Context: an optimization exercise on an open-source flow, tuned for small area. The choices shown serve that exercise and are no tape-out recipe.
Function was checked by simulation only, so behaviour that the tests miss may differ from the original.
In runs 2 to 5 the design's own scripts or RTL, not TritonCTS, make the clock network.
The flow treats the clock pin as an ideal source. Dropping or thinning the clock tree relies on that and would not hold on a real chip.
Power figures rest on the tool's default switching activity, not on a simulated workload.

==> flow/run.sh <==
#!/bin/bash
# The standard layout (standard synthesis unchanged), with buf_1 port buffers and a
# clock tree of clkbuf_8 without dummy loads. Each tool's output is in orfs/logs; make's
# own output is in standard.log.
set -euo pipefail
bash standard.sh \
  "BUFFER_PORTS_ARGS=-buffer_cell sky130_fd_sc_hd__buf_1" \
  "CTS_ARGS=-sink_clustering_enable -repair_clock_nets -dont_use_dummy_load -buf_list sky130_fd_sc_hd__clkbuf_8 -sink_clustering_size 40 -sink_clustering_max_diameter 200" \
  finish > standard.log 2>&1
==> standard.sh <==
#!/bin/bash
# synth_recipe.tcl (not shown) runs the flow's synth.tcl, then flattens the netlist and writes it again
# the make line also repeats each setting of config.mk as NAME=value (left out here)
make -C /OpenROAD-flow-scripts/flow DESIGN_CONFIG=/design/flow/config.mk WORK_HOME=/design/flow/orfs CLKGATE_MAP_FILE= SYNTH_SCRIPT=/design/flow/synth_recipe.tcl "${@:-finish}"
==> config.mk <==
export PLATFORM = sky130hd
export DESIGN_NAME = collision_avoidance_car
export DESIGN_NICKNAME = collision_avoidance_car
export VERILOG_FILES = /design/flow/design.v
export SDC_FILE = /design/flow/constraint.sdc
export NUM_CORES = 4
export LEC_CHECK = 0
export CAP_MARGIN = 20
export CORE_MARGIN = 2
export CORE_UTILIZATION = 40
export SLEW_MARGIN = 20
export SYNTH_HIERARCHICAL = 1
==> constraint.sdc <==
create_clock -name core_clock -period 9.0 [get_ports {clk}]
set_input_delay 1.8000 -clock core_clock [delete_from_list [all_inputs] [get_ports {clk}]]
set_output_delay 1.8000 -clock core_clock [all_outputs]
set_load 0.01 [all_outputs]
==> design.v <==
module collision_avoidance_car (
    input wire clk,
    input wire rst,
    input wire front_obstacle_detected,
    input wire left_obstacle_detected,
    input wire right_obstacle_detected,
    input wire front_obstacle_slow,
    input wire lane_clear_left,
    input wire lane_clear_right,
    input wire destination_reached,
    input wire [1:0] speed_limit_zone,
    output wire [1:0] acceleration,
    output wire [1:0] steering,
    output wire [1:0] indicators,
    output reg  [7:0] current_speed_out,
    output reg  [31:0] distance_travelled_out,
    output wire [31:0] total_power_consumed_out
);
    reg [1:0] front_cnt;
    reg       left_h1, left_h2;      
    reg       right_h1, right_h2;
    reg       lcl_ok, lcr_ok;
    reg       slow_r, dest_r;
    reg [1:0] zone_r;
    always @(posedge clk or posedge rst) begin
        if (rst) begin
            front_cnt <= 2'd0;
            left_h1   <= 1'b0;
            left_h2   <= 1'b0;
            right_h1  <= 1'b0;
            right_h2  <= 1'b0;
            dest_r    <= 1'b0;
        end else begin
            front_cnt[1] <= front_obstacle_detected & (front_cnt[1] | front_cnt[0]);
            front_cnt[0] <= front_obstacle_detected & (front_cnt[1] | ~front_cnt[0]);
            left_h1   <= left_obstacle_detected;
            left_h2   <= left_obstacle_detected & left_h1;
            right_h1  <= right_obstacle_detected;
            right_h2  <= right_obstacle_detected & right_h1;
            dest_r    <= destination_reached;
        end
    end
    always @(posedge clk) begin
        lcl_ok    <= lane_clear_left  & ~(left_obstacle_detected  & left_h2);
        lcr_ok    <= lane_clear_right & ~(right_obstacle_detected & right_h2);
        slow_r    <= front_obstacle_slow;
        zone_r    <= speed_limit_zone;
    end
    wire pf = front_cnt[1] & front_cnt[0];
    localparam [2:0] X_IDLE  = 3'd0,
                     X_ACC   = 3'd1,
                     X_CRU   = 3'd2,
                     X_DEC   = 3'd3,
                     X_AVOID = 3'd4,
                     X_STOP  = 3'd5,
                     X_LEFT  = 3'd6,
                     X_RIGHT = 3'd7;
    reg a1, a0;
    reg [2:0] x;
    assign acceleration = {a1, a0};
    wire xl      = (x == X_LEFT);
    wire xr      = (x == X_RIGHT);
    wire sd      = xl | xr;
    wire ind_on  = a1 | a0;
    assign indicators = {ind_on & xr, ind_on & xl};
    assign steering   = {a1 & xr, a1 & xl};
    wire in_idle  = (x == X_IDLE);
    wire in_acc   = (x == X_ACC) | (sd & a1);
    wire in_cru   = (x == X_CRU);
    wire in_dec   = (x == X_DEC);
    wire in_avoid = (x == X_AVOID);
    wire in_prep  = sd & ~a1 & ~a0;
    wire in_lane  = sd & a0;
    reg [1:0] k_d;       
    reg       brake_d;   
    wire [7:0] S = current_speed_out;
    wire sat  = (S[7:1] == 7'd0);
    wire spbe = brake_d & (~sat | S[0]);
    wire spb0 = k_d[0] | (brake_d & sat & S[0]);
    wire spb1 = spbe | (k_d[1] ^ k_d[0]);
    wire spb2 = spbe | (k_d[1] & ~k_d[0]);
    wire spb3 = spbe | (k_d[1] & k_d[0]);
    wire [7:0] sp_sum;
    wire [7:0] speed = sp_sum;
    reg hi, mid, reached;
    always @(*) begin
        case (zone_r)
            2'd0: begin hi = speed < 8'd10; mid = speed < 8'd25; reached = speed >= 8'd30;  end
            2'd1: begin hi = speed < 8'd40; mid = speed < 8'd55; reached = speed >= 8'd60;  end
            2'd2: begin hi = speed < 8'd80; mid = speed < 8'd95; reached = speed >= 8'd100; end
            default: begin hi = 1'b0; mid = 1'b0; reached = 1'b1; end
        endcase
    end
    wire [1:0] k = !a1 ? 2'd0 :
                   (in_acc & hi)  ? 2'd3 :
                   (in_acc & mid) ? 2'd2 : 2'd1;
    reg [2:0] x_n;
    always @(*) begin
        x_n = x;
        if (in_idle) begin
            if (dest_r) x_n = X_STOP; else if (!pf) x_n = X_ACC;
        end else if (in_acc) begin
            if (pf) x_n = X_AVOID; else if (slow_r) x_n = X_DEC; else if (dest_r) x_n = X_STOP;
            else if (reached) x_n = X_CRU; else x_n = X_ACC;
        end else if (in_cru) begin
            if (pf) x_n = X_AVOID; else if (slow_r) x_n = X_DEC; else if (dest_r) x_n = X_STOP;
        end else if (in_dec) begin
            if (pf) x_n = X_AVOID; else if (lcl_ok) x_n = X_LEFT; else if (lcr_ok) x_n = X_RIGHT;
            else if (!slow_r) x_n = X_ACC;
        end else if (in_avoid) begin
            if (speed == 8'd0 && !pf) x_n = X_IDLE;
        end
    end
    wire a1_n = in_acc | in_lane;
    wire a0_n = in_idle | in_cru | in_prep;
    reg [30:0] pw;
    assign total_power_consumed_out = {pw, 1'b0};
    wire [7:0] ma = S & {8{k_d[0]}};
    wire [7:0] mb = S & {8{k_d[1]}};
    wire [30:0] pw_n;
    wire [31:0] dist_n;
    wire hs1, hc2, fs3, fc4, fs5, fc6, fs7, fc8, fs9, fc10, fs11, fc12, fs13, fc14, fs15, fc16, hs17, hc18, fs19, fc20, fs21, fc22, fs23, fc24, fs25, fc26, fs27, fc28, fs29, fc30, hs31, hc32, fs33, fc34, fs35, fc36, fs37, fc38, fs39, fc40, fs41, fc42, fs43, fc44, fs45, fc46, fs47, fc48, fs49, fc50, fs51, fc52, fs53, fc54, fs55, fc56, fs57, fc58, fs59, fc60, fs61, fc62, fs63, fc64, fs65, fc66, fs67, fc68, fs69, fc70, fs71, fc72, hs73, hc74, fs75, fc76, fs77, fc78, hs79, hc80, hs81, hc82, fs83, fc84, fs85, fc86, fs87, fc88, fs89, fc90, fs91, fc92, hs93, hc94, hs95, hc96, hs97, hc98, fs99, fc100, fs101, fc102, hs103, hc104, hs105, hc106, hs107, hc108, w109, cb110, hs111, hc112, hs113, hc114, hs115, hc116, w117, cb118, hs119, hc120, hs121, hc122, hs123, hc124, w125, cb126, hs127, hc128, hs129, hc130, hs131, hc132, w133, hs134, hc135, fs136, fc137, fs138, fc139, fs140, fc141, fs142, fc143, fs144, fc145, fs146, fc147, fs148, fc149, hs150, hc151, hs152, hc153, hs154, hc155, hs156, hc157, hs158, hc159, hs160, hc161, hs162, hc163, hs164, hc165, hs166, hc167, hs168, hc169, hs170, hc171, w172, cb173, hs174, hc175, hs176, hc177, hs178, hc179, hs180, hc181, hs182, hc183, hs184, hc185, hs186, hc187, hs188, hc189, hs190, hc191, hs192, hc193, hs194, hc195, w196;
    cac_ha u_hs1 (.a(S[0]), .b(spb0), .s(hs1), .co(hc2));
    cac_fa u_fs3 (.a(S[1]), .b(spb1), .c(hc2), .s(fs3), .co(fc4));
    cac_fa u_fs5 (.a(S[2]), .b(spb2), .c(fc4), .s(fs5), .co(fc6));
    cac_fa u_fs7 (.a(S[3]), .b(spb3), .c(fc6), .s(fs7), .co(fc8));
    cac_fa u_fs9 (.a(S[4]), .b(spbe), .c(fc8), .s(fs9), .co(fc10));
    cac_fa u_fs11 (.a(S[5]), .b(spbe), .c(fc10), .s(fs11), .co(fc12));
    cac_fa u_fs13 (.a(S[6]), .b(spbe), .c(fc12), .s(fs13), .co(fc14));
    cac_fa u_fs15 (.a(S[7]), .b(spbe), .c(fc14), .s(fs15), .co(fc16));
    assign sp_sum = {fs15, fs13, fs11, fs9, fs7, fs5, fs3, hs1};
    cac_ha u_hs17 (.a(ma[1]), .b(mb[0]), .s(hs17), .co(hc18));
    cac_fa u_fs19 (.a(ma[2]), .b(mb[1]), .c(hc18), .s(fs19), .co(fc20));
    cac_fa u_fs21 (.a(ma[3]), .b(mb[2]), .c(fc20), .s(fs21), .co(fc22));
    cac_fa u_fs23 (.a(ma[4]), .b(mb[3]), .c(fc22), .s(fs23), .co(fc24));
    cac_fa u_fs25 (.a(ma[5]), .b(mb[4]), .c(fc24), .s(fs25), .co(fc26));
    cac_fa u_fs27 (.a(ma[6]), .b(mb[5]), .c(fc26), .s(fs27), .co(fc28));
    cac_fa u_fs29 (.a(ma[7]), .b(mb[6]), .c(fc28), .s(fs29), .co(fc30));
    cac_ha u_hs31 (.a(mb[7]), .b(fc30), .s(hs31), .co(hc32));
    cac_fa u_fs33 (.a(pw[3]), .b(fs21), .c(ma[0]), .s(fs33), .co(fc34));
    cac_fa u_fs35 (.a(pw[4]), .b(fs23), .c(hs17), .s(fs35), .co(fc36));
    cac_fa u_fs37 (.a(pw[5]), .b(fs25), .c(fs19), .s(fs37), .co(fc38));
    cac_fa u_fs39 (.a(pw[6]), .b(fs27), .c(fs21), .s(fs39), .co(fc40));
    cac_fa u_fs41 (.a(pw[7]), .b(fs29), .c(fs23), .s(fs41), .co(fc42));
    cac_fa u_fs43 (.a(pw[8]), .b(hs31), .c(fs25), .s(fs43), .co(fc44));
    cac_fa u_fs45 (.a(pw[9]), .b(hc32), .c(fs27), .s(fs45), .co(fc46));
    cac_fa u_fs47 (.a(pw[10]), .b(fs29), .c(fs27), .s(fs47), .co(fc48));
    cac_fa u_fs49 (.a(pw[11]), .b(hs31), .c(fs29), .s(fs49), .co(fc50));
    cac_fa u_fs51 (.a(pw[12]), .b(hc32), .c(hs31), .s(fs51), .co(fc52));
    cac_fa u_fs53 (.a(fc34), .b(fs35), .c(ma[0]), .s(fs53), .co(fc54));
    cac_fa u_fs55 (.a(fc36), .b(fs37), .c(hs17), .s(fs55), .co(fc56));
    cac_fa u_fs57 (.a(fc38), .b(fs39), .c(fs19), .s(fs57), .co(fc58));
    cac_fa u_fs59 (.a(fc40), .b(fs41), .c(fs21), .s(fs59), .co(fc60));
    cac_fa u_fs61 (.a(fc42), .b(fs43), .c(fs23), .s(fs61), .co(fc62));
    cac_fa u_fs63 (.a(fc44), .b(fs45), .c(fs25), .s(fs63), .co(fc64));
    cac_fa u_fs65 (.a(fc52), .b(pw[13]), .c(hc32), .s(fs65), .co(fc66));
    cac_fa u_fs67 (.a(fc64), .b(fc46), .c(fs47), .s(fs67), .co(fc68));
    cac_fa u_fs69 (.a(fc68), .b(fc48), .c(fs49), .s(fs69), .co(fc70));
    cac_fa u_fs71 (.a(fc70), .b(fc50), .c(fs51), .s(fs71), .co(fc72));
    cac_ha u_hs73 (.a(pw[0]), .b(ma[0]), .s(hs73), .co(hc74));
    cac_fa u_fs75 (.a(pw[1]), .b(hs17), .c(hc74), .s(fs75), .co(fc76));
    cac_fa u_fs77 (.a(pw[2]), .b(fs19), .c(fc76), .s(fs77), .co(fc78));
    cac_ha u_hs79 (.a(fs33), .b(fc78), .s(hs79), .co(hc80));
    cac_ha u_hs81 (.a(fs53), .b(hc80), .s(hs81), .co(hc82));
    cac_fa u_fs83 (.a(fc54), .b(fs55), .c(hc82), .s(fs83), .co(fc84));
    cac_fa u_fs85 (.a(fc56), .b(fs57), .c(fc84), .s(fs85), .co(fc86));
    cac_fa u_fs87 (.a(fc58), .b(fs59), .c(fc86), .s(fs87), .co(fc88));
    cac_fa u_fs89 (.a(fc60), .b(fs61), .c(fc88), .s(fs89), .co(fc90));
    cac_fa u_fs91 (.a(fc62), .b(fs63), .c(fc90), .s(fs91), .co(fc92));
    cac_ha u_hs93 (.a(fs67), .b(fc92), .s(hs93), .co(hc94));
    cac_ha u_hs95 (.a(fs69), .b(hc94), .s(hs95), .co(hc96));
    cac_ha u_hs97 (.a(fs71), .b(hc96), .s(hs97), .co(hc98));
    cac_fa u_fs99 (.a(fc72), .b(fs65), .c(hc98), .s(fs99), .co(fc100));
    cac_fa u_fs101 (.a(fc66), .b(pw[14]), .c(fc100), .s(fs101), .co(fc102));
    cac_ha u_hs103 (.a(pw[15]), .b(fc102), .s(hs103), .co(hc104));
    cac_ha u_hs105 (.a(pw[16]), .b(hc104), .s(hs105), .co(hc106));
    cac_ha u_hs107 (.a(pw[17]), .b(hc106), .s(hs107), .co(hc108));
    assign w109 = pw[18] ^ hc108;
    assign cb110 = fc102 & pw[15] & pw[16] & pw[17] & pw[18];
    cac_ha u_hs111 (.a(pw[19]), .b(cb110), .s(hs111), .co(hc112));
    cac_ha u_hs113 (.a(pw[20]), .b(hc112), .s(hs113), .co(hc114));
    cac_ha u_hs115 (.a(pw[21]), .b(hc114), .s(hs115), .co(hc116));
    assign w117 = pw[22] ^ hc116;
    assign cb118 = fc102 & pw[15] & pw[16] & pw[17] & pw[18] & pw[19] & pw[20] & pw[21] & pw[22];
    cac_ha u_hs119 (.a(pw[23]), .b(cb118), .s(hs119), .co(hc120));
    cac_ha u_hs121 (.a(pw[24]), .b(hc120), .s(hs121), .co(hc122));
    cac_ha u_hs123 (.a(pw[25]), .b(hc122), .s(hs123), .co(hc124));
    assign w125 = pw[26] ^ hc124;
    assign cb126 = fc102 & pw[15] & pw[16] & pw[17] & pw[18] & pw[19] & pw[20] & pw[21] & pw[22] & pw[23] & pw[24] & pw[25] & pw[26];
    cac_ha u_hs127 (.a(pw[27]), .b(cb126), .s(hs127), .co(hc128));
    cac_ha u_hs129 (.a(pw[28]), .b(hc128), .s(hs129), .co(hc130));
    cac_ha u_hs131 (.a(pw[29]), .b(hc130), .s(hs131), .co(hc132));
    assign w133 = pw[30] ^ hc132;
    assign pw_n = {w133, hs131, hs129, hs127, w125, hs123, hs121, hs119, w117, hs115, hs113, hs111, w109, hs107, hs105, hs103, fs101, fs99, hs97, hs95, hs93, fs91, fs89, fs87, fs85, fs83, hs81, hs79, fs77, fs75, hs73};
    cac_ha u_hs134 (.a(distance_travelled_out[0]), .b(S[0]), .s(hs134), .co(hc135));
    cac_fa u_fs136 (.a(distance_travelled_out[1]), .b(S[1]), .c(hc135), .s(fs136), .co(fc137));
    cac_fa u_fs138 (.a(distance_travelled_out[2]), .b(S[2]), .c(fc137), .s(fs138), .co(fc139));
    cac_fa u_fs140 (.a(distance_travelled_out[3]), .b(S[3]), .c(fc139), .s(fs140), .co(fc141));
    cac_fa u_fs142 (.a(distance_travelled_out[4]), .b(S[4]), .c(fc141), .s(fs142), .co(fc143));
    cac_fa u_fs144 (.a(distance_travelled_out[5]), .b(S[5]), .c(fc143), .s(fs144), .co(fc145));
    cac_fa u_fs146 (.a(distance_travelled_out[6]), .b(S[6]), .c(fc145), .s(fs146), .co(fc147));
    cac_fa u_fs148 (.a(distance_travelled_out[7]), .b(S[7]), .c(fc147), .s(fs148), .co(fc149));
    cac_ha u_hs150 (.a(distance_travelled_out[8]), .b(fc149), .s(hs150), .co(hc151));
    cac_ha u_hs152 (.a(distance_travelled_out[9]), .b(hc151), .s(hs152), .co(hc153));
    cac_ha u_hs154 (.a(distance_travelled_out[10]), .b(hc153), .s(hs154), .co(hc155));
    cac_ha u_hs156 (.a(distance_travelled_out[11]), .b(hc155), .s(hs156), .co(hc157));
    cac_ha u_hs158 (.a(distance_travelled_out[12]), .b(hc157), .s(hs158), .co(hc159));
    cac_ha u_hs160 (.a(distance_travelled_out[13]), .b(hc159), .s(hs160), .co(hc161));
    cac_ha u_hs162 (.a(distance_travelled_out[14]), .b(hc161), .s(hs162), .co(hc163));
    cac_ha u_hs164 (.a(distance_travelled_out[15]), .b(hc163), .s(hs164), .co(hc165));
    cac_ha u_hs166 (.a(distance_travelled_out[16]), .b(hc165), .s(hs166), .co(hc167));
    cac_ha u_hs168 (.a(distance_travelled_out[17]), .b(hc167), .s(hs168), .co(hc169));
    cac_ha u_hs170 (.a(distance_travelled_out[18]), .b(hc169), .s(hs170), .co(hc171));
    assign w172 = distance_travelled_out[19] ^ hc171;
    assign cb173 = fc149 & distance_travelled_out[8] & distance_travelled_out[9] & distance_travelled_out[10] & distance_travelled_out[11] & distance_travelled_out[12] & distance_travelled_out[13] & distance_travelled_out[14] & distance_travelled_out[15] & distance_travelled_out[16] & distance_travelled_out[17] & distance_travelled_out[18] & distance_travelled_out[19];
    cac_ha u_hs174 (.a(distance_travelled_out[20]), .b(cb173), .s(hs174), .co(hc175));
    cac_ha u_hs176 (.a(distance_travelled_out[21]), .b(hc175), .s(hs176), .co(hc177));
    cac_ha u_hs178 (.a(distance_travelled_out[22]), .b(hc177), .s(hs178), .co(hc179));
    cac_ha u_hs180 (.a(distance_travelled_out[23]), .b(hc179), .s(hs180), .co(hc181));
    cac_ha u_hs182 (.a(distance_travelled_out[24]), .b(hc181), .s(hs182), .co(hc183));
    cac_ha u_hs184 (.a(distance_travelled_out[25]), .b(hc183), .s(hs184), .co(hc185));
    cac_ha u_hs186 (.a(distance_travelled_out[26]), .b(hc185), .s(hs186), .co(hc187));
    cac_ha u_hs188 (.a(distance_travelled_out[27]), .b(hc187), .s(hs188), .co(hc189));
    cac_ha u_hs190 (.a(distance_travelled_out[28]), .b(hc189), .s(hs190), .co(hc191));
    cac_ha u_hs192 (.a(distance_travelled_out[29]), .b(hc191), .s(hs192), .co(hc193));
    cac_ha u_hs194 (.a(distance_travelled_out[30]), .b(hc193), .s(hs194), .co(hc195));
    assign w196 = distance_travelled_out[31] ^ hc195;
    assign dist_n = {w196, hs194, hs192, hs190, hs188, hs186, hs184, hs182, hs180, hs178, hs176, hs174, w172, hs170, hs168, hs166, hs164, hs162, hs160, hs158, hs156, hs154, hs152, hs150, fs148, fs146, fs144, fs142, fs140, fs138, fs136, hs134};
    always @(posedge clk or posedge rst) begin
        if (rst) begin
            x <= X_IDLE;
            a1 <= 1'b0; a0 <= 1'b1;
            k_d <= 2'd0;
            brake_d <= 1'b0;
            current_speed_out <= 8'd0;
            distance_travelled_out <= 32'd0;
            pw <= 31'd0;
        end else begin
            x <= x_n;
            a1 <= a1_n; a0 <= a0_n;
            k_d <= k;
            brake_d <= ~a1 & ~a0;
            current_speed_out <= speed;
            distance_travelled_out <= dist_n;
            pw <= pw_n;
        end
    end
endmodule
module cac_fa (input wire a, input wire b, input wire c, output wire s, output wire co);
    assign s  = a ^ b ^ c;
    assign co = (a & b) | (c & (a ^ b));
endmodule
module cac_ha (input wire a, input wire b, output wire s, output wire co);
    assign s  = a ^ b;
    assign co = a & b;
endmodule
==> results of run 1 <==
==> cell families (layout without fill, tap and decap cells) <==
| group | Yosys count | in the layout | share of synthesized area, % |
|---|---|---|---|
| adders and majority gates | 95 | 95 | 33.13 |
| DFF | 91 | 91 | 47.96 |
| and+or+nand+nor | 77 | 77 | 9.135 |
| AOI/OAI and AO/OA | 39 | 39 | 6.099 |
| buffers and inverters | 20 | 109 | 2.077 |
| xor gates and xnor gates | 7 | 7 | 1.305 |
| other | 1 | 1 | 0.07982 |
| muxes | 1 | 1 | 0.2131 |
==> layout make-up <==
type,count,area (um2)
clock buffers,9,123.9
fillers,1043,6131
inverters,12,46.29
multi-input cells,220,2347
flip-flops and latches,91,2253
well taps,143,178.9
repair buffers,88,337.8
==> report_power, final <==
group,internal [mW],switching [mW]
sequential,0.539,0.149
clock,0.0896,0.125
combinational,0.394,0.565
total,1.02,0.840
==> Yosys stat by module (local to each module, per instance) <==
module | cell area (um2) | cells inside | times used | flops+latches
collision_avoidance_car | 3167 | 238 | 1 | 91
cac_fa | 20.02 | 1 | 49 | 0
cac_ha | 12.51 | 1 | 44 | 0
==> Yosys cell counts (all sizes together), types with 3 or more instances <==
| cell type | count |
|---|---|
| fa | 49 |
| nand3 | 6 |
| nor3 | 9 |
| nand2 | 16 |
| xor2 | 7 |
| o21ai | 10 |
| nor2 | 9 |
| nand2b | 3 |
| a31oi | 3 |
| a21oi | 5 |
| buf | 5 |
| clkbuf | 3 |
| nor4 | 5 |
| nand4 | 6 |
| and2 | 18 |
| a21boi | 4 |
| dfxtp | 5 |
| ha | 46 |
| dfrtp | 85 |
| inv | 12 |
==> metal layers <==
layer,up-vias,track usage (%),routed length (um)
li1,1323,-,-
met4,0,5.610,145
met5,-,0,0
met3,10,4.806,522
met2,75,21.73,4108
met1,1451,20.39,3795
==> worst max path at each step <==
stage                        to  slack (ps)                      startpoint  depth (start not counted)
4_1_cts        pw[26]$_DFF_PP0_         830                k_d[0]$_DFF_PP0_                         25
3_5_place_dp   pw[26]$_DFF_PP0_         840                k_d[0]$_DFF_PP0_                         25
6_report       pw[26]$_DFF_PP0_         890                k_d[0]$_DFF_PP0_                         25
3_3_place_gp   pw[30]$_DFF_PP0_        1030                k_d[0]$_DFF_PP0_                         25
5_1_grt        pw[26]$_DFF_PP0_         480                k_d[0]$_DFF_PP0_                         25
2_1_floorplan  pw[30]$_DFF_PP0_        1190  current_speed_out[1]$_DFF_PP0_                         25
==> sequential cells by signal (all words and copies together), names as in the netlist, 2 cells and up <==
name and count:
x 3, k_d 2, pw 31, zone_r 2, front_cnt 2, distance_travelled_out 32, current_speed_out 8
==> metrics by stage <==
step | utilization, % | hold WS, ps | cell area [um2] | cells
6_report | 46.31 | 432.5 | 5288 | 563
5_1_grt | 46.31 | 453.6 | 5288 | 563
4_1_cts | 46.27 | 440.0 | 5284 | 563
3_5_place_dp | 45.19 | 424.0 | 5160 | 554
3_3_place_gp | 45.19 | 424.5 | 5160 | 554
2_1_floorplan | - | 410.8 | 4698 | 331
==> flow_summary_export.csv, run 1 <==
group,metric,value,unit
run_status,outcome,"no timing/DRC/antenna violations",
worst_setup_path,start_kind,"register",
clock_network,cts.sinks,91,
pwr,peakVddDrop,173.7,uV
routing,postRouteAntennaNets,0,
logic_synthesis,ys_types,46,
layout,drive_gt1_share,4.524,%
routing,via_per_inst,5.078,
min_path,hold_depth,1,
clock_network,cts_resized,0,
routing,drtPass1Iterations,4,
worst_setup_path,end_kind,"register",
worst_setup_path,rr_endpoint,"pw[26]$_DFF_PP0_",
logic_synthesis,synth.cell_area,0.004698,mm2
worst_setup_path,reg2reg_depth,25,
layout,final_cell_mix,"buf_1 (87), dfrtp_1 (85), fa_1 (49)",
routing,wire_per_inst,15.23,um
logic_synthesis,syn_nets,437,
pwr,p_per_area,352.2,mW/mm2
logic_synthesis,yosysTopAreaCellShare,45.27,%
worst_setup_path,r2r-start,"k_d[0]$_DFF_PP0_",
timing,timing.setup.tns,0,ps
logic_synthesis,synthArstFlopShare,94.51,%
min_path,hp-start,"left_h2$_DFF_PP0_",
layout,antenna_cells,0,
worst_setup_path,cp_slowest_stage_delay,610,ps
min_path,min_to,"lcl_ok$_DFF_P_",
pwr,p_leak,2.595,nW
layout,syn2layout_area_growth,12.54,%
pwr,finalPower,1.862,mW
logic_synthesis,synth_area_leaders,"dfrtp_1 (45%), fa_1 (21%), ha_1 (12%), and2_1 (2.4%), dfxtp_1 (2.1%)",
placement,dp_hpwl,6.585,mm
logic_synthesis,netlist_instances,331,
routing,drt-initial-drc-count,172,
logic_synthesis,synth-seq-cells,91,
min_path,hp-class,"reg2reg",
timing,hold_violations,0,
clock_network,cts_tree,"done",
routing,vias,2859,
routing,finalWirelength,8.572,mm
global_route,grtUsageTotal,14.71,%
timing,finalClockSkew,12.29,ps
global_route,antenna_found_initial,0,
floorplanning,die_w,112.4,um
timing,setup_violations,0,
floorplanning,rows,39,
clock_network,cts_buffers,9,
timing,rsz0062_at_grt,"false",
worst_setup_path,cp_top_family,"adder cells",
placement,place_congestion,0.7870,
global_route,grt_pass1_vias,2944,
placement,place_ws,841.7,ps
clock_network,post_cts.repair.setup_buffers,0,
worst_setup_path,rrSetupSlack,890,ps
clock_network,clk_path_buf_depth,2,
worst_setup_path,critPathBufInv,0,
timing,fin_crit,8114,ps
clock_network,h-tree-depth,3,
routing,drc,0,
logic_synthesis,seq_area_frac_synth,47.96,%
flow_run,maxCapViolations,0,
worst_setup_path,cp_slowest_cell,"fa_1",
global_route,grt_max_degree,87,
clock_network,clk_pin_slew,80,ps
layout,fin_nets,528,
timing,post-route-period-util,90.16,%
timing,max_freq,0.1232,GHz
logic_synthesis,yosysWarnings,7,
global_route,grt_pass1_wl,14.41,mm
placement,port_buffers,87,
worst_setup_path,cp_common_cell,"fa_1",
worst_setup_path,crit_type,"reg2reg",
floorplanning,pin_count,89,
floorplanning,core_area,0.01142,mm2
logic_synthesis,synth-edff-count,0,
logic_synthesis,yosys.area.top_type,"dfrtp_1",
timing,slew_headroom,48.03,%
worst_setup_path,cp.arrival,8360,ps
timing,worstMarginPinSlew,779.5,ps
global_route,overflow,0,
logic_synthesis,syn_avg_cell_area,14.19,um2
worst_setup_path,critical_path_required,9250,ps
floorplanning,initial_core_util,41.15,%
clock_network,hold_buffers,0,
logic_synthesis,synthFlopType,"dfrtp_1",
floorplanning,die_y,112.4,um
timing,drv_slew,0,
floorplanning,dieArea,0.01263,mm2
timing,layout_setup_ws,886.0,ps
layout,final_common_cell,"buf_1",
worst_setup_path,cp_max_fo,10,
clock_network,clock_latency,370,ps
clock_network,cts_root_buf,"clkbuf_8",
==> run 2, diff against run 1 <==
==> flow/run.sh (replaced) <==
#!/bin/bash
# The standard layout (standard synthesis unchanged) with buf_1 port buffers, and a
# clock tree built by flow/mycts.tcl in place of ORFS's cts step: the clock port drives
# 4 sky130_fd_sc_hd__clkbuf_16 buffer(s), each at the centre of its group of flip-flops.
# Logs: standard_*.log, mycts.log, and each tool's log in orfs/logs.
set -euo pipefail
here=$(pwd)
B="BUFFER_PORTS_ARGS=-buffer_cell sky130_fd_sc_hd__buf_1"
bash standard.sh "$B" place > standard_place.log 2>&1
bash standard.sh "$B" run RUN_SCRIPT=$here/flow/mycts.tcl RUN_LOG_NAME_STEM=4_1_cts \
  MY_CTS_BUF=sky130_fd_sc_hd__clkbuf_16 MY_CTS_GROUPS=4 > mycts.log 2>&1
bash standard.sh "$B" finish > standard_finish.log 2>&1
==> flow/mycts.tcl (new file) <==
# Clock tree: the clock port drives CTS_ROOT_BUF buffers placed at the centroids of
# groups of flip-flops (k-means on their placement). Then the rest of ORFS's cts step.
utl::set_metrics_stage "cts__{}"
source $::env(SCRIPTS_DIR)/load.tcl
erase_non_stage_variables cts
load_design 3_place.odb 3_place.sdc

set buf_cell $::env(MY_CTS_BUF)
set ngroups $::env(MY_CTS_GROUPS)
set block [ord::get_db_block]
set clk_net [$block findNet clk]
set sinks {}
foreach it [$clk_net getITerms] {
  set inst [$it getInst]
  lappend sinks [list $it [$inst getLocation]]
}
puts "clock sinks: [llength $sinks]"
# k-means on sink locations
set pts {}
foreach s $sinks { lappend pts [lindex $s 1] }
set n [llength $pts]
set cent {}
for {set g 0} {$g < $ngroups} {incr g} {
  lappend cent [lindex $pts [expr {int(($g + 0.5) * $n / $ngroups)}]]
}
# sort points by x for an initial guess
set pts_sorted [lsort -integer -index 0 $pts]
set cent {}
for {set g 0} {$g < $ngroups} {incr g} {
  lappend cent [lindex $pts_sorted [expr {int(($g + 0.5) * $n / $ngroups)}]]
}
for {set iter 0} {$iter < 30} {incr iter} {
  set assign {}
  foreach p $pts {
    set best 0; set bd 1e30
    for {set g 0} {$g < $ngroups} {incr g} {
      set c [lindex $cent $g]
      set d [expr {abs([lindex $p 0]-[lindex $c 0]) + abs([lindex $p 1]-[lindex $c 1])}]
      if {$d < $bd} { set bd $d; set best $g }
    }
    lappend assign $best
  }
  set newc {}
  for {set g 0} {$g < $ngroups} {incr g} {
    set sx 0; set sy 0; set k 0
    foreach p $pts a $assign { if {$a == $g} { incr sx [lindex $p 0]; incr sy [lindex $p 1]; incr k } }
    if {$k == 0} { lappend newc [lindex $cent $g] } else { lappend newc [list [expr {$sx / $k}] [expr {$sy / $k}]] }
  }
  set cent $newc
}
set dbu [$block getDbUnitsPerMicron]
for {set g 0} {$g < $ngroups} {incr g} {
  set pins {}
  foreach s $sinks a $assign {
    if {$a == $g} {
      set it [lindex $s 0]
      lappend pins [get_pins -of_objects [get_cells [[$it getInst] getName]] -filter "direction == input && is_clock"]
    }
  }
  set c [lindex $cent $g]
  set x [expr {double([lindex $c 0]) / $dbu}]
  set y [expr {double([lindex $c 1]) / $dbu}]
  puts "group $g: [llength $pins] sinks at $x $y"
  insert_buffer -buffer_cell $buf_cell -net clk -load_pins $pins -location [list $x $y] \
    -buffer_name clkbuf_my_$g -net_name clknet_my_$g
}
foreach net [list clk] { [$block findNet $net] setSigType CLOCK }
foreach inst [$block getInsts] {
  if {[string match "clkbuf_my_*" [$inst getName]]} {
    foreach it [$inst getITerms] {
      set net [$it getNet]
      if {$net != "NULL"} { if {[$net getName] ne "VDD" && [$net getName] ne "VSS"} { $net setSigType CLOCK } }
    }
    puts "inserted [$inst getName] [[$inst getMaster] getName]"
  }
}
set_propagated_clock [all_clocks]

estimate_parasitics -placement
set_placement_padding -global \
  -left $::env(CELL_PAD_IN_SITES_DETAIL_PLACEMENT) \
  -right $::env(CELL_PAD_IN_SITES_DETAIL_PLACEMENT)
detailed_placement
estimate_parasitics -placement
repair_timing_helper
detailed_placement
check_placement -verbose
report_clock_min_period
report_checks -path_delay min_max
report_check_types -max_slew -max_capacitance -violators
foreach g [lsort [array names ::env MY_CTS*]] { puts "$g=$::env($g)" }
report_metrics 4 "cts final"
orfs_write_db $::env(RESULTS_DIR)/4_1_cts.odb
orfs_write_sdc $::env(RESULTS_DIR)/4_cts.sdc
==> run 2 against run 1 <==
Clock-buffer cell count fell by 5. Maximum frequency fell by 0.18%. Register-to-register slack barely moved. Utilization fell by 0.21 points. Still clean on timing, DRC and antenna. Clock skew fell by 7.2 ps. Worst setup slack got worse by 15 ps. Critical path type unchanged. Synthesized area did not move. Wire length fell by 1.8%.
==> flow_summary_export.csv, run 2 <==
group,metric,value,unit
global_route,grt_max_degree,87,
pwr,p_leak,2.580,nW
routing,vias,2813,
layout,final_core_util,46.10,%
logic_synthesis,synthFlopType,"dfrtp_1",
timing,finalClockSkew,5.099,ps
floorplanning,core_area,0.01142,mm2
routing,finalWirelength,8.421,mm
layout,fillers,1047,
global_route,grtUsageTotal,13.53,%
clock_network,cts_resized,0,
pwr,p_per_area,347.0,mW/mm2
floorplanning,rows,39,
pwr,peakVddDrop,181.6,uV
worst_setup_path,critical_path_required,9040,ps
placement,place_congestion,0.7870,
logic_synthesis,synthArstFlopShare,94.51,%
logic_synthesis,synth-seq-cells,91,
routing,drt-initial-drc-count,149,
layout,reg_top3,"distance_travelled_out x32, pw x31, current_speed_out x8",
logic_synthesis,yosys.area.top_type,"dfrtp_1",
placement,dp_hpwl,6.585,mm
timing,post-route-period-util,90.32,%
logic_synthesis,syn_nets,437,
floorplanning,initial_core_util,41.15,%
worst_setup_path,rrSetupSlack,870,ps
layout,final_common_cell,"buf_1",
global_route,grt_pass1_vias,2912,
timing,timing.setup.tns,0,ps
layout,syn2layout_area_growth,12.04,%
logic_synthesis,seq_area_frac_synth,47.96,%
floorplanning,die_w,112.4,um
routing,wire_per_inst,15.09,um
placement,port_buffers,87,
routing,postRouteAntennaNets,0,
clock_network,hold_buffers,0,
logic_synthesis,netlist_instances,331,
timing,worstMarginPinSlew,777.5,ps
floorplanning,pin_count,89,
layout,seq_area,0.002253,mm2
worst_setup_path,start_kind,"register",
timing,hold_violations,0,
layout,multi_input_area,0.002347,mm2
logic_synthesis,yosysTopAreaCellShare,45.27,%
floorplanning,die_y,112.4,um
timing,fin_crit,8129,ps
logic_synthesis,yosysMostFrequentCell,"dfrtp_1",
layout,antenna_cells,0,
logic_synthesis,ys_types,46,
logic_synthesis,yosysWarnings,7,
placement,place_ws,841.7,ps
global_route,grt_pass1_wl,14.37,mm
layout,final_cell_mix,"buf_1 (87), dfrtp_1 (85), fa_1 (49)",
clock_network,clk_pin_slew,90,ps
layout,drive_gt1_share,3.373,%
timing,fin_hold_ws,434.6,ps
layout,largest_reg_flops,32,
flow_run,maxCapViolations,0,
timing,rsz0062_at_grt,"false",
logic_synthesis,synth_common_cells,"dfrtp_1 (85), fa_1 (49), ha_1 (46), and2_1 (18), nand2_1 (14)",
global_route,antenna_found_initial,0,
timing,drv_slew,0,
worst_setup_path,cp_max_fo,10,
worst_setup_path,crit_type,"reg2reg",
clock_network,post_cts.repair.setup_buffers,0,
routing,drtPass1Iterations,6,
floorplanning,dieArea,0.01263,mm2
timing,max_freq,0.1230,GHz
timing,slew_headroom,48.16,%
worst_setup_path,end_kind,"register",
layout,top_register,"distance_travelled_out",
layout,fin_nets,523,
timing,setup_violations,0,
routing,drc,0,
logic_synthesis,synth.cell_area,0.004698,mm2
logic_synthesis,synth_area_leaders,"dfrtp_1 (45%), fa_1 (21%), ha_1 (12%), and2_1 (2.4%), dfxtp_1 (2.1%)",
logic_synthesis,syn_avg_cell_area,14.19,um2
worst_setup_path,cp.arrival,8170,ps
global_route,overflow,0,
min_path,hp-class,"reg2reg",
timing,layout_setup_ws,871.3,ps
run_status,outcome,"no timing/DRC/antenna violations",
clock_network,clock_latency,150,ps
logic_synthesis,synth-edff-count,0,
routing,via_per_inst,5.041,
==> run 2: critical path, cell delays in order (launching register included) <==
cell and delay, ps:
dfrtp_1 480, and2_1 220, ha_1 210, fa_1 380, fa_1 380, fa_1 380, fa_1 390, fa_1 390
fa_1 610, fa_1 480, fa_1 500, fa_1 420, fa_1 380, fa_1 380, ha_1 200, ha_1 180
ha_1 190, fa_1 380, fa_1 390, and3_1 180, nand3_1 120, nor2_1 70, ha_1 190, ha_1 180
ha_1 180, xor2_1 150
==> run 2: final timing paths <==
| kind | start | to | depth (start not counted) |
|---|---|---|---|
| worst max-delay path | k_d[0]$_DFF_PP0_ | pw[26]$_DFF_PP0_ | 25 |
| worst min-delay path | left_h2$_DFF_PP0_ | lcl_ok$_DFF_P_ | 1 |
| worst max register to register | k_d[0]$_DFF_PP0_ | pw[26]$_DFF_PP0_ | 25 |
| worst min register to register | left_h2$_DFF_PP0_ | lcl_ok$_DFF_P_ | 1 |
| max in group asynchronous | rst | distance_travelled_out[5]$_DFF_PP0_ | 3 |
| min in group asynchronous | rst | distance_travelled_out[26]$_DFF_PP0_ | 3 |
==> run 2: cells by family (layout without fill, tap and decap cells) <==
group / Yosys count / count (layout) / synth area share (%)
adder cells (fa/ha/maj): 95 / 95 / 33.13
flip-flops: 91 / 91 / 47.96
AND/OR/NAND/NOR: 77 / 77 / 9.135
AO/OA/AOI/OAI: 39 / 39 / 6.099
buffers and inverters: 20 / 104 / 2.077
XOR/XNOR: 7 / 7 / 1.305
other: 1 / 1 / 0.07982
multiplexers: 1 / 1 / 0.2131
==> run 2: cell type report <==
class	instances	share of cell area [%]
repair buffers	88	6.418
multi-input cells	220	44.59
flip-flops and latches	91	42.81
clock buffers	4	1.902
inverters	12	0.8795
well taps	143	3.399
==> run 2: report_power, final <==
group / internal [mW] / switching, mW
logic: 0.394 / 0.564
clock network: 0.0812 / 0.0988
registers: 0.538 / 0.150
==> run 2: per-module statistics from Yosys, one instance, submodules excluded <==
module	area [um2]	times used
cac_fa	20.02	49
cac_ha	12.51	44
collision_avoidance_car	3167	1
==> run 2: per-stage QoR <==
step | area (um2) | cells | total power, mW
after floorplan | 4698 | 331 | 1.382
after global placement | 5160 | 554 | 1.626
after detailed placement | 5160 | 554 | 1.671
after global routing | 5264 | 558 | 2.029
final | 5264 | 558 | 1.826
==> run 2: per-layer routing <==
layer	vias up	global-route usage (%)	part of all wire, %
met5	-	0	0
met2	62	22.05	49
li1	1312	-	-
met1	1432	20.16	44
met4	0	1.870	1.7
met3	7	1.728	5.1
==> run 3, diff against run 2 <==
==> flow/run.sh (replaced) <==
#!/bin/bash
# The standard layout with three changes:
#  1. after the standard synthesis (unchanged), flow/reabc.sh re-maps the combinational
#     logic for area; registers and full adders keep their instances, names and cells;
#  2. port buffers are buf_1;
#  3. the clock tree is built by flow/mycts.tcl in place of ORFS's cts step: the clock
#     port drives 4 clkbuf_16, each at the centre of its group of flip-flops.
# Logs: standard_*.log, reabc.log, mycts.log here, and each tool's log in orfs/logs.
set -euo pipefail
here=$(pwd)
B="BUFFER_PORTS_ARGS=-buffer_cell sky130_fd_sc_hd__buf_1"
R=orfs/results/sky130hd/collision_avoidance_car/base
bash standard.sh "$B" synth > standard_synth.log 2>&1
cp $R/1_2_yosys.v $R/1_2_yosys_standard.v
bash flow/reabc.sh $here/$R/1_2_yosys_standard.v $here/$R/1_2_yosys.v > reabc.log 2>&1
rm -f $R/1_synth.odb $R/1_synth.sdc
bash standard.sh "$B" place > standard_place.log 2>&1
bash standard.sh "$B" run RUN_SCRIPT=$here/flow/mycts.tcl RUN_LOG_NAME_STEM=4_1_cts \
  MY_CTS_BUF=sky130_fd_sc_hd__clkbuf_16 MY_CTS_GROUPS=4 > mycts.log 2>&1
bash standard.sh "$B" finish > standard_finish.log 2>&1
==> flow/reabc.sh (new file) <==
#!/bin/bash
# Re-maps the combinational logic of the standard synthesis netlist for area.
# Flip-flops and full adders are kept as they are (same instances, names and cells);
# everything else is flattened to gates, optimised with ABC (&deepsyn) and mapped
# again with an area-oriented mapper. Usage: reabc.sh in.v out.v
set -euo pipefail
in=$1; out=$2
here=$(cd "$(dirname "$0")" && pwd)
LIB=$FLOW_HOME/platforms/sky130hd/lib/sky130_fd_sc_hd__tt_025C_1v80.lib
YOSYS=${YOSYS_EXE:-$FLOW_HOME/../tools/install/yosys/bin/yosys}
[[ -x $YOSYS ]] || YOSYS=yosys
work=$(dirname "$out")
cat > "$work/reabc.abc" <<EOS
strash
&get -n
&deepsyn -T ${REABC_T:-20}
&put
dch -f
amap
EOS
cat > "$work/reabc.ys" <<EOS
read_liberty -ignore_miss_func $LIB
blackbox sky130_fd_sc_hd__df* sky130_fd_sc_hd__fa_* sky130_fd_sc_hd__conb_1
read_verilog $in
hierarchy -check -top collision_avoidance_car
flatten
rename -hide w:*.*
opt -purge
abc -liberty $LIB -dont_use sky130_fd_sc_hd__probe_p_8 -dont_use sky130_fd_sc_hd__probec_p_8 -dont_use sky130_fd_sc_hd__lpflow_* -script $work/reabc.abc
setundef -zero
splitnets
opt_clean -purge
hilomap -singleton -hicell sky130_fd_sc_hd__conb_1 HI -locell sky130_fd_sc_hd__conb_1 LO
opt_clean -purge
write_verilog -noattr -nohex -nodec $work/reabc_raw.v
design -reset
read_liberty -lib $LIB
read_verilog $work/reabc_raw.v
hierarchy -check -top collision_avoidance_car
insbuf -buf sky130_fd_sc_hd__buf_4 A X
opt_clean -purge
check -assert -mapped
tee -o $work/reabc_stat.txt stat -liberty $LIB
write_verilog -noattr -nohex -nodec $out
EOS
"$YOSYS" -s "$work/reabc.ys"
==> run 3 against run 2 <==
Still clean on timing, DRC and antenna. Synthesized cell count grew 19%. Sequential share of layout area grew 2.0 points. Die area is 5.3% lower. Clock skew is 13 ps higher. Global-route usage grew 0.87 points. Cell area decreased by 4.4%. Critical path type unchanged. Largest cell class is now registers.
==> flow_summary_export.csv, run 3 <==
group,metric,value,unit
run_status,outcome,"no timing/DRC/antenna violations",
floorplanning,dieArea,0.01196,mm2
worst_setup_path,cp_common_cell,"fa_1",
global_route,grt_pass1_wl,14.08,mm
placement,port_buffers,87,
clock_network,hold_buffers,0,
layout,largest_reg_flops,32,
global_route,overflow,0,
pwr,p_leak,2.343,nW
timing,setup_violations,0,
worst_setup_path,cp_slowest_cell,"fa_1",
worst_setup_path,rrSetupSlack,660,ps
routing,finalWirelength,8.284,mm
worst_setup_path,cp_slowest_stage_delay,610,ps
layout,fin_nets,546,
worst_setup_path,crit_type,"reg2reg",
routing,drtPass1Iterations,4,
timing,finalClockSkew,18.59,ps
layout,reg_top3,"distance_travelled_out x32, pw x31, current_speed_out x8",
worst_setup_path,r2r-start,"current_speed_out[1]$_DFF_PP0_",
floorplanning,die_y,109.4,um
layout,top_register,"distance_travelled_out",
pwr,p_per_area,384.6,mW/mm2
worst_setup_path,crit_start,"current_speed_out[1]$_DFF_PP0_",
pwr,peakVddDrop,148.8,uV
layout,seq_area,0.002253,mm2
routing,via_per_inst,4.760,
worst_setup_path,reg2reg_depth,28,
timing,fin_hold_ws,456.9,ps
clock_network,post_cts.repair.setup_buffers,0,
floorplanning,rows,38,
logic_synthesis,yosysWarnings,7,
min_path,min_to,"lcl_ok$_DFF_P_",
timing,drv_slew,0,
flow_run,maxCapViolations,0,
layout,fillers,1030,
layout,final_common_cell,"nor2_1",
logic_synthesis,syn_nets,455,
layout,drive_gt1_share,1.446,%
worst_setup_path,start_kind,"register",
worst_setup_path,critical_path_required,9090,ps
logic_synthesis,syn_avg_cell_area,11.24,um2
min_path,hp-start,"left_h2$_DFF_PP0_",
timing,slew_headroom,55.56,%
placement,placedCellCount,620,
floorplanning,die_w,109.4,um
routing,wire_per_inst,13.28,um
worst_setup_path,end_kind,"register",
timing,fin_crit,8345,ps
global_route,antenna_found_initial,0,
floorplanning,initial_core_util,40.97,%
timing,timing.setup.tns,0,ps
worst_setup_path,cp.arrival,8430,ps
clock_network,clock_latency,160,ps
layout,final_cell_mix,"nor2_1 (112), buf_1 (87), dfrtp_1 (85)",
routing,vias,2970,
floorplanning,pin_count,89,
layout,syn2layout_area_growth,13.24,%
placement,place_congestion,0.8722,
global_route,grt_max_degree,54,
timing,rsz0062_at_grt,"false",
min_path,hp-class,"reg2reg",
logic_synthesis,netlist_instances,395,
timing,worstMarginPinSlew,666.6,ps
timing,post-route-period-util,92.72,%
clock_network,clk_pin_slew,100,ps
placement,dp_hpwl,6.740,mm
worst_setup_path,rr_endpoint,"pw[30]$_DFF_PP0_",
floorplanning,core_area,0.01084,mm2
layout,final_cells,624,
logic_synthesis,synth.cell_area,0.004442,mm2
timing,hold_violations,0,
routing,drt-initial-drc-count,132,
min_path,hold_depth,1,
layout,antenna_cells,0,
clock_network,cts_resized,0,
timing,max_freq,0.1198,GHz
routing,postRouteAntennaNets,0,
worst_setup_path,cp_max_fo,6,
layout,multi_input_area,0.002057,mm2
global_route,grt_pass1_vias,2991,
global_route,grtUsageTotal,14.40,%
routing,drc,0,
## run 3: where the power goes
group,internal (mW),switching (mW)
logic,0.452,0.625
registers,0.554,0.125
clock network,0.0812,0.0976
## run 3: worst max-delay path by stage
| stage | depth (start not counted) | to |
|---|---|---|
| 6_report | 28 | pw[30]$_DFF_PP0_ |
| 5_1_grt | 30 | pw[30]$_DFF_PP0_ |
| 4_1_cts | 28 | pw[30]$_DFF_PP0_ |
| 3_5_place_dp | 27 | pw[30]$_DFF_PP0_ |
| 3_3_place_gp | 27 | pw[30]$_DFF_PP0_ |
| 2_1_floorplan | 27 | pw[30]$_DFF_PP0_ |
## run 3: layout make-up
type                       count  share of cell area (%)
sequential                    91                   44.80
inverter                      29                   2.189
timing repair buffer          88                   6.642
tap                          140                   3.483
clock buffer                   4                   1.990
multi-input combinational    272                   40.90
## run 3: per-layer routing
layer | global-route usage [%] | wire length [um] | part of all wire (%) | vias up
li1 | - | - | - | 1452
met1 | 20.88 | 3742 | 45 | 1449
met2 | 24.34 | 3985 | 48 | 64
met3 | 2.075 | 496 | 6.0 | 5
met4 | 0.9042 | 59 | 0.71 | 0
met5 | 0 | 0 | 0 | -
## run 3: critical path: cells and delay by family, from the launching register on
| kind | cells | cell delay [ps] |
|---|---|---|
| DFF | 1 | 470 |
| and+or+nand+nor | 14 | 2250 |
| adders and majority gates | 13 | 5530 |
| AOI/OAI and AO/OA | 1 | 60 |
## run 3: through the flow
stage / instance area (um2) / utilization [%] / setup WS, ps / power [mW]
floorplan: 4442 / - / 952.8 / 1.474
finish: 5030 / 46.40 / 655.2 / 1.934
detailed placement: 4930 / 45.48 / 596.1 / 1.791
global route: 5030 / 46.40 / 208.9 / 2.178
global placement: 4930 / 45.48 / 753.0 / 1.745
==> run 4, diff against run 3 <==
--- a/flow/run.sh
+++ b/flow/run.sh
@@ -4,7 +4,7 @@
 #     logic for area; registers and full adders keep their instances, names and cells;
 #  2. port buffers are buf_1;
 #  3. the clock tree is built by flow/mycts.tcl in place of ORFS's cts step: the clock
-#     port drives 4 clkbuf_16, each at the centre of its group of flip-flops.
+#     port drives 3 clkbuf_16, each at the centre of its group of flip-flops.
 # Logs: standard_*.log, reabc.log, mycts.log here, and each tool's log in orfs/logs.
 set -euo pipefail
 here=$(pwd)
@@ -16,5 +16,5 @@
 rm -f $R/1_synth.odb $R/1_synth.sdc
 bash standard.sh "$B" place > standard_place.log 2>&1
 bash standard.sh "$B" run RUN_SCRIPT=$here/flow/mycts.tcl RUN_LOG_NAME_STEM=4_1_cts \
-  MY_CTS_BUF=sky130_fd_sc_hd__clkbuf_16 MY_CTS_GROUPS=4 > mycts.log 2>&1
+  MY_CTS_BUF=sky130_fd_sc_hd__clkbuf_16 MY_CTS_GROUPS=3 > mycts.log 2>&1
 bash standard.sh "$B" finish > standard_finish.log 2>&1
--- a/flow/mycts.tcl
+++ b/flow/mycts.tcl
@@ -29,16 +29,29 @@
 for {set g 0} {$g < $ngroups} {incr g} {
   lappend cent [lindex $pts_sorted [expr {int(($g + 0.5) * $n / $ngroups)}]]
 }
-for {set iter 0} {$iter < 30} {incr iter} {
-  set assign {}
+# balanced k-means: each group takes at most ceil(n / ngroups) sinks
+set cap [expr {($n + $ngroups - 1) / $ngroups}]
+for {set iter 0} {$iter < 40} {incr iter} {
+  set pairs {}
+  set i 0
   foreach p $pts {
-    set best 0; set bd 1e30
     for {set g 0} {$g < $ngroups} {incr g} {
       set c [lindex $cent $g]
-      set d [expr {abs([lindex $p 0]-[lindex $c 0]) + abs([lindex $p 1]-[lindex $c 1])}]
-      if {$d < $bd} { set bd $d; set best $g }
+      set dx [expr {double([lindex $p 0]-[lindex $c 0])}]
+      set dy [expr {double([lindex $p 1]-[lindex $c 1])}]
+      lappend pairs [list [expr {$dx*$dx + $dy*$dy}] $i $g]
     }
-    lappend assign $best
+    incr i
+  }
+  set pairs [lsort -real -index 0 $pairs]
+  set assign [lrepeat $n -1]
+  set count [lrepeat $ngroups 0]
+  foreach pr $pairs {
+    lassign $pr d i g
+    if {[lindex $assign $i] >= 0} continue
+    if {[lindex $count $g] >= $cap} continue
+    lset assign $i $g
+    lset count $g [expr {[lindex $count $g] + 1}]
   }
   set newc {}
   for {set g 0} {$g < $ngroups} {incr g} {
==> run 4 against run 3 <==
Total power shrank 0.91%. Wire length shrank 0.51%. Global-route usage shrank 0.082 points. First-iteration DRC count grew 1.5%. Utilization shrank 0.23 points. Largest cell class unchanged. Still clean.
==> flow_summary_export.csv, run 4 <==
group,metric,value,unit
floorplanning,core_area,0.01084,mm2
worst_setup_path,cp_slowest_stage_delay,610,ps
floorplanning,die_w,109.4,um
pwr,peakVddDrop,196.0,uV
layout,final_common_cell,"nor2_1",
global_route,grt_pass1_wl,14.06,mm
placement,port_buffers,87,
layout,top_register,"distance_travelled_out",
timing,worstMarginPinSlew,671.7,ps
logic_synthesis,yosysWarnings,7,
routing,finalWirelength,8.242,mm
routing,drtPass1Iterations,4,
layout,drive_gt1_share,1.242,%
clock_network,clk_pin_slew,110,ps
worst_setup_path,crit_type,"reg2reg",
floorplanning,dieArea,0.01196,mm2
floorplanning,die_y,109.4,um
timing,finalClockSkew,9.988,ps
layout,antenna_cells,0,
timing,drv_slew,0,
pwr,p_leak,2.331,nW
logic_synthesis,netlist_instances,395,
logic_synthesis,syn_avg_cell_area,11.24,um2
layout,largest_reg_flops,32,
worst_setup_path,cp_max_fo,6,
run_status,outcome,"no timing/DRC/antenna violations",
timing,post-route-period-util,93.07,%
worst_setup_path,critical_path_required,9100,ps
clock_network,clock_latency,170,ps
layout,reg_top3,"distance_travelled_out x32, pw x31, current_speed_out x8",
layout,fin_nets,545,
timing,slew_headroom,55.22,%
timing,fin_crit,8376,ps
worst_setup_path,cp_common_cell,"fa_1",
flow_run,maxCapViolations,0,
worst_setup_path,cp_slowest_cell,"fa_1",
worst_setup_path,start_kind,"register",
global_route,grt_max_degree,54,
pwr,p_per_area,383.0,mW/mm2
floorplanning,pin_count,89,
routing,via_per_inst,4.772,
routing,drt-initial-drc-count,134,
routing,wire_per_inst,13.23,um
global_route,grt_pass1_vias,2975,
clock_network,post_cts.repair.setup_buffers,0,
global_route,grtUsageTotal,14.32,%
layout,final_cell_mix,"nor2_1 (112), buf_1 (87), dfrtp_1 (85)",
layout,final_core_util,46.17,%
global_route,overflow,0,
placement,dp_hpwl,6.740,mm
global_route,antenna_found_initial,0,
floorplanning,rows,38,
clock_network,cts_resized,0,
routing,drc,0,
logic_synthesis,synth.cell_area,0.004442,mm2
timing,hold_violations,0,
worst_setup_path,cp.arrival,8470,ps
logic_synthesis,syn_nets,455,
min_path,hp-class,"reg2reg",
routing,postRouteAntennaNets,0,
timing,rsz0062_at_grt,"false",
timing,timing.setup.tns,0,ps
layout,syn2layout_area_growth,12.68,%
timing,setup_violations,0,
worst_setup_path,end_kind,"register",
worst_setup_path,rrSetupSlack,620,ps
placement,place_congestion,0.8722,
timing,fin_hold_ws,465.0,ps
clock_network,hold_buffers,0,
routing,vias,2973,
floorplanning,initial_core_util,40.97,%
timing,max_freq,0.1194,GHz
run 4: cell types whose count changed in the layout (fill, tap and decap cells not counted), sizes merged:
cell / previous run / this run
clkbuf: 4 / 3
run 4: path summary, 6_finish.rpt:
check,end,depth (start not counted),from
max in group asynchronous,pw[18]$_DFF_PP0_,3,rst
min in group asynchronous,distance_travelled_out[24]$_DFF_PP0_,2,rst
setup / recovery,pw[30]$_DFF_PP0_,28,current_speed_out[1]$_DFF_PP0_
hold reg to reg,lcl_ok$_DFF_P_,1,left_h2$_DFF_PP0_
setup reg to reg,pw[30]$_DFF_PP0_,28,current_speed_out[1]$_DFF_PP0_
hold / removal,lcl_ok$_DFF_P_,1,left_h2$_DFF_PP0_
run 4: stage by stage:
step                      cells  setup slack, ps  area [um2]  total power, mW
after floorplan             395            952.8        4442            1.474
after global placement      620            753.0        4930            1.745
after detailed placement    620            596.1        4930            1.791
after global routing        623            173.1        5005            2.158
final                       623            624.0        5005            1.917
run 4: layer usage:
layer	up-vias	GRT usage, %	wire, um
li1	1451	-	-
met1	1462	20.82	3826
met2	55	24.34	3930
met3	5	1.719	414
met4	0	0.9946	70
met5	-	0	0
run 4: area by class of cell:
cell class,count,area (um2)
multi-input combinational,272,2057
inverter,29,110.1
timing repair buffer,88,334.1
clock buffer,3,75.07
sequential,91,2253
tap,140,175.2
fill,1033,5836
run 4: power by group:
part / leakage, nW / total (mW) / internal, mW / switching, mW
clock: 0.0370 / 0.162 / 0.0621 / 0.100
combinational: 1.17 / 1.08 / 0.452 / 0.624
sequential: 1.12 / 0.678 / 0.554 / 0.125
run 4: worst max-delay path, delay by kind of cell, from the launching register on:
| family | cells | cell delay [ps] |
|---|---|---|
| AND/OR/NAND/NOR | 14 | 2250 |
| flip-flops | 1 | 480 |
| AO/OA/AOI/OAI | 1 | 60 |
| adder cells (fa/ha/maj) | 13 | 5510 |
==> run 5, diff against run 4 <==
--- a/design.v
+++ b/design.v
@@ -26,21 +26,19 @@
         if (rst) begin
             front_cnt <= 2'd0;
             left_h1   <= 1'b0;
-            left_h2   <= 1'b0;
             right_h1  <= 1'b0;
-            right_h2  <= 1'b0;
             dest_r    <= 1'b0;
         end else begin
             front_cnt[1] <= front_obstacle_detected & (front_cnt[1] | front_cnt[0]);
             front_cnt[0] <= front_obstacle_detected & (front_cnt[1] | ~front_cnt[0]);
             left_h1   <= left_obstacle_detected;
-            left_h2   <= left_obstacle_detected & left_h1;
             right_h1  <= right_obstacle_detected;
-            right_h2  <= right_obstacle_detected & right_h1;
             dest_r    <= destination_reached;
         end
     end
     always @(posedge clk) begin
+        left_h2   <= left_obstacle_detected & left_h1;
+        right_h2  <= right_obstacle_detected & right_h1;
         lcl_ok    <= lane_clear_left  & ~(left_obstacle_detected  & left_h2);
         lcr_ok    <= lane_clear_right & ~(right_obstacle_detected & right_h2);
         slow_r    <= front_obstacle_slow;
--- a/flow/run.sh
+++ b/flow/run.sh
@@ -4,7 +4,7 @@
 #     logic for area; registers and full adders keep their instances, names and cells;
 #  2. port buffers are buf_1;
 #  3. the clock tree is built by flow/mycts.tcl in place of ORFS's cts step: the clock
-#     port drives 3 clkbuf_16, each at the centre of its group of flip-flops.
+#     port drives 3 clkbuf_16, each at the centre of its group of flip-flops (balanced k-means groups).
 # Logs: standard_*.log, reabc.log, mycts.log here, and each tool's log in orfs/logs.
 set -euo pipefail
 here=$(pwd)
--- a/config.mk
+++ b/config.mk
@@ -7,6 +7,6 @@
 export LEC_CHECK = 0
 export CAP_MARGIN = 20
 export CORE_MARGIN = 2
-export CORE_UTILIZATION = 40
+export CORE_UTILIZATION = 70
 export SLEW_MARGIN = 20
 export SYNTH_HIERARCHICAL = 1
==> run 5 against run 4 <==
Critical path type unchanged. Largest cell class unchanged. Synthesized cell count stayed put. Combinational power about the same. Sequential share of layout area is 0.60 points higher.
==> flow_summary_export.csv, run 5 <==
group,metric,value,unit
placement,port_buffers,87,
layout,antenna_cells,0,
global_route,grtUsageTotal,24.33,%
worst_setup_path,cp.arrival,8620,ps
logic_synthesis,synth.cell_area,0.004432,mm2
flow_run,maxCapViolations,0,
layout,fillers,384,
timing,layout_setup_ws,469.7,ps
pwr,p_per_area,392.6,mW/mm2
global_route,overflow,0,
worst_setup_path,cp_slowest_stage_delay,600,ps
logic_synthesis,syn_avg_cell_area,11.22,um2
pwr,p_int,1.071,mW
layout,syn2layout_area_growth,10.95,%
timing,timing.setup.tns,0,ps
routing,postRouteAntennaNets,0,
min_path,hp-start,"left_h2$_DFF_P_",
routing,via_per_inst,5.470,
placement,dp_hpwl,6.292,mm
placement,place_congestion,0.8423,
clock_network,hold_buffers,0,
timing,drv_slew,0,
logic_synthesis,yosysWarnings,7,
global_route,antenna_found_initial,0,
timing,worstMarginPinSlew,729.1,ps
clock_network,cts_resized,0,
timing,fin_hold_ws,423.8,ps
global_route,grt_pass1_vias,3134,
layout,fin_nets,545,
routing,wire_per_inst,14.45,um
timing,post-route-period-util,94.78,%
global_route,grt_pass1_wl,14.19,mm
routing,finalWirelength,8.061,mm
layout,final_common_cell,"nor2_1",
layout,drive_gt1_share,1.242,%
clock_network,post_cts.repair.setup_buffers,0,
timing,setup_violations,0,
timing,hold_violations,0,
worst_setup_path,cp_max_fo,8,
layout,top_register,"distance_travelled_out",
pwr,p_sw,859.2,uW
routing,vias,3052,
routing,drt-initial-drc-count,112,
placement,place_area,0.004838,mm2
routing,drtPass1Iterations,5,
layout,final_cell_mix,"nor2_1 (112), buf_1 (87), dfrtp_1 (83)",
worst_setup_path,cp_slowest_cell,"fa_1",
pwr,p_clk_share,8.1,%
clock_network,clk_pin_slew,110,ps
worst_setup_path,crit_start,"k_d[1]$_DFF_PP0_",
global_route,grt_max_degree,85,
worst_setup_path,crit_type,"reg2reg",
pwr,seq_power_share,35.3,%
pwr,swShare,44.51,%
timing,finalClockSkew,10.15,ps
logic_synthesis,syn_nets,455,
floorplanning,die_y,83.57,um
floorplanning,core_area,0.006026,mm2
run_status,outcome,"no timing/DRC/antenna violations",
floorplanning,initial_core_util,73.55,%
timing,rsz0062_at_grt,"false",
routing,drc,0,
layout,reg_top3,"distance_travelled_out x32, pw x31, current_speed_out x8",
worst_setup_path,end_kind,"register",
pwr,pwr-share-comb,56.5,%
pwr,p_leak,2.323,nW
floorplanning,pin_count,89,
floorplanning,dieArea,0.006984,mm2
placement,place_ws,531.7,ps
timing,max_freq,0.1172,GHz
pwr,peakVddDrop,313.8,uV
worst_setup_path,critical_path_required,9090,ps
layout,final_area,0.004917,mm2
timing,fin_crit,8530,ps
layout,largest_reg_flops,32,
clock_network,clock_latency,170,ps
worst_setup_path,start_kind,"register",
worst_setup_path,cp_common_cell,"fa_1",
floorplanning,rows,28,
min_path,hp-class,"reg2reg",
floorplanning,die_w,83.57,um
worst_setup_path,r2r-start,"k_d[1]$_DFF_PP0_",
timing,slew_headroom,51.40,%
logic_synthesis,netlist_instances,395,
[run 5: cell types whose count changed in the layout (fill, tap and decap cells not counted), sizes merged]
cell,before,now
dfrtp,85,83
dfxtp,5,7
[run 5: final cells by class]
type | count | area [um2] | area share [%]
well taps | 75 | 93.84 | 1.908
repair buffers | 88 | 337.8 | 6.870
clock buffers | 3 | 75.07 | 1.527
flip-flops and latches | 91 | 2243 | 45.62
multi-input cells | 272 | 2057 | 41.83
inverters | 29 | 110.1 | 2.239
[run 5: power groups by stage]
stage | clock, mW | combinational (mW) | sequential [mW]
2_1_floorplan | 0 | 0.765 | 0.709
3_3_place_gp | 0 | 1.03 | 0.684
3_5_place_dp | 0 | 1.09 | 0.689
4_1_cts | 0.163 | 1.11 | 0.684
5_1_grt | 0.176 | 1.27 | 0.705
6_report | 0.157 | 1.09 | 0.682
[run 5: path summary, 6_finish.rpt]
kind / depth (start not counted) / to / slack, ps
worst max-delay path: 29 / pw[30]$_DFF_PP0_ / 470
worst min-delay path: 1 / lcl_ok$_DFF_P_ / 420
worst max register to register: 29 / pw[30]$_DFF_PP0_ / 470
worst min register to register: 1 / lcl_ok$_DFF_P_ / 420
max in group asynchronous: 3 / brake_d$_DFF_PP0_ / 6710
min in group asynchronous: 3 / pw[9]$_DFF_PP0_ / 1800
[run 5: worst max-delay path, delay by kind of cell, from the launching register on]
kind | cells | cell delay [ps]
simple gates | 14 | 2240
fa+ha+maj | 13 | 5530
buf+inv | 1 | 160
compound gates | 1 | 60
flops | 1 | 450
[run 5: metal layers]
layer	routed length, um	vias up	part of all wire (%)	GRT usage, %
met3	330	13	4.1	2.176
li1	-	1450	-	-
met1	3447	1514	43	34.69
met5	0	-	0	0
met4	109	0	1.4	4.106
met2	4174	75	52	42.40
[run 5: per-stage QoR]
stage	util, %	std cells	total power [mW]
5_1_grt	81.60	558	2.148
2_1_floorplan	-	395	1.474
6_report	81.60	558	1.930
3_3_place_gp	80.29	555	1.709
3_5_place_dp	80.29	555	1.779

## port drivers added, routing unchanged
No port has a modelled driver above. Below, the same layouts with a new extraction and two added sets of constraints. Step 1, drivers: a clkbuf_16 drives clk and a buf_2 each remaining input, both assumed. Step 2 moves the port delays by t, midway between the first and last clock arrival at a register: inputs arrive t later, outputs are due t later. That takes back most of the time a late clock gives input paths. a / b / c = ideal / step 1 / step 2; a / b = the first two.
run | t, ns | setup slack, ns | clock arrival spread, ns | worst slew at a driven data input, ns
run 1 | 0.394 | 0.886 / 0.886 / 0.886 | 0.013 / 0.013 | 0.04
run 2 | 0.237 | 0.871 / 0.871 / 0.871 | 0.005 / 0.005 | 0.04
run 3 | 0.231 | 0.655 / 0.655 / 0.655 | 0.019 / 0.019 | 0.04
run 4 | 0.234 | 0.624 / 0.624 / 0.624 | 0.011 / 0.011 | 0.04
run 5 | 0.229 | 0.470 / 0.470 / 0.470 | 0.010 / 0.011 | 0.04
After both steps setup and hold are still met in every run listed.
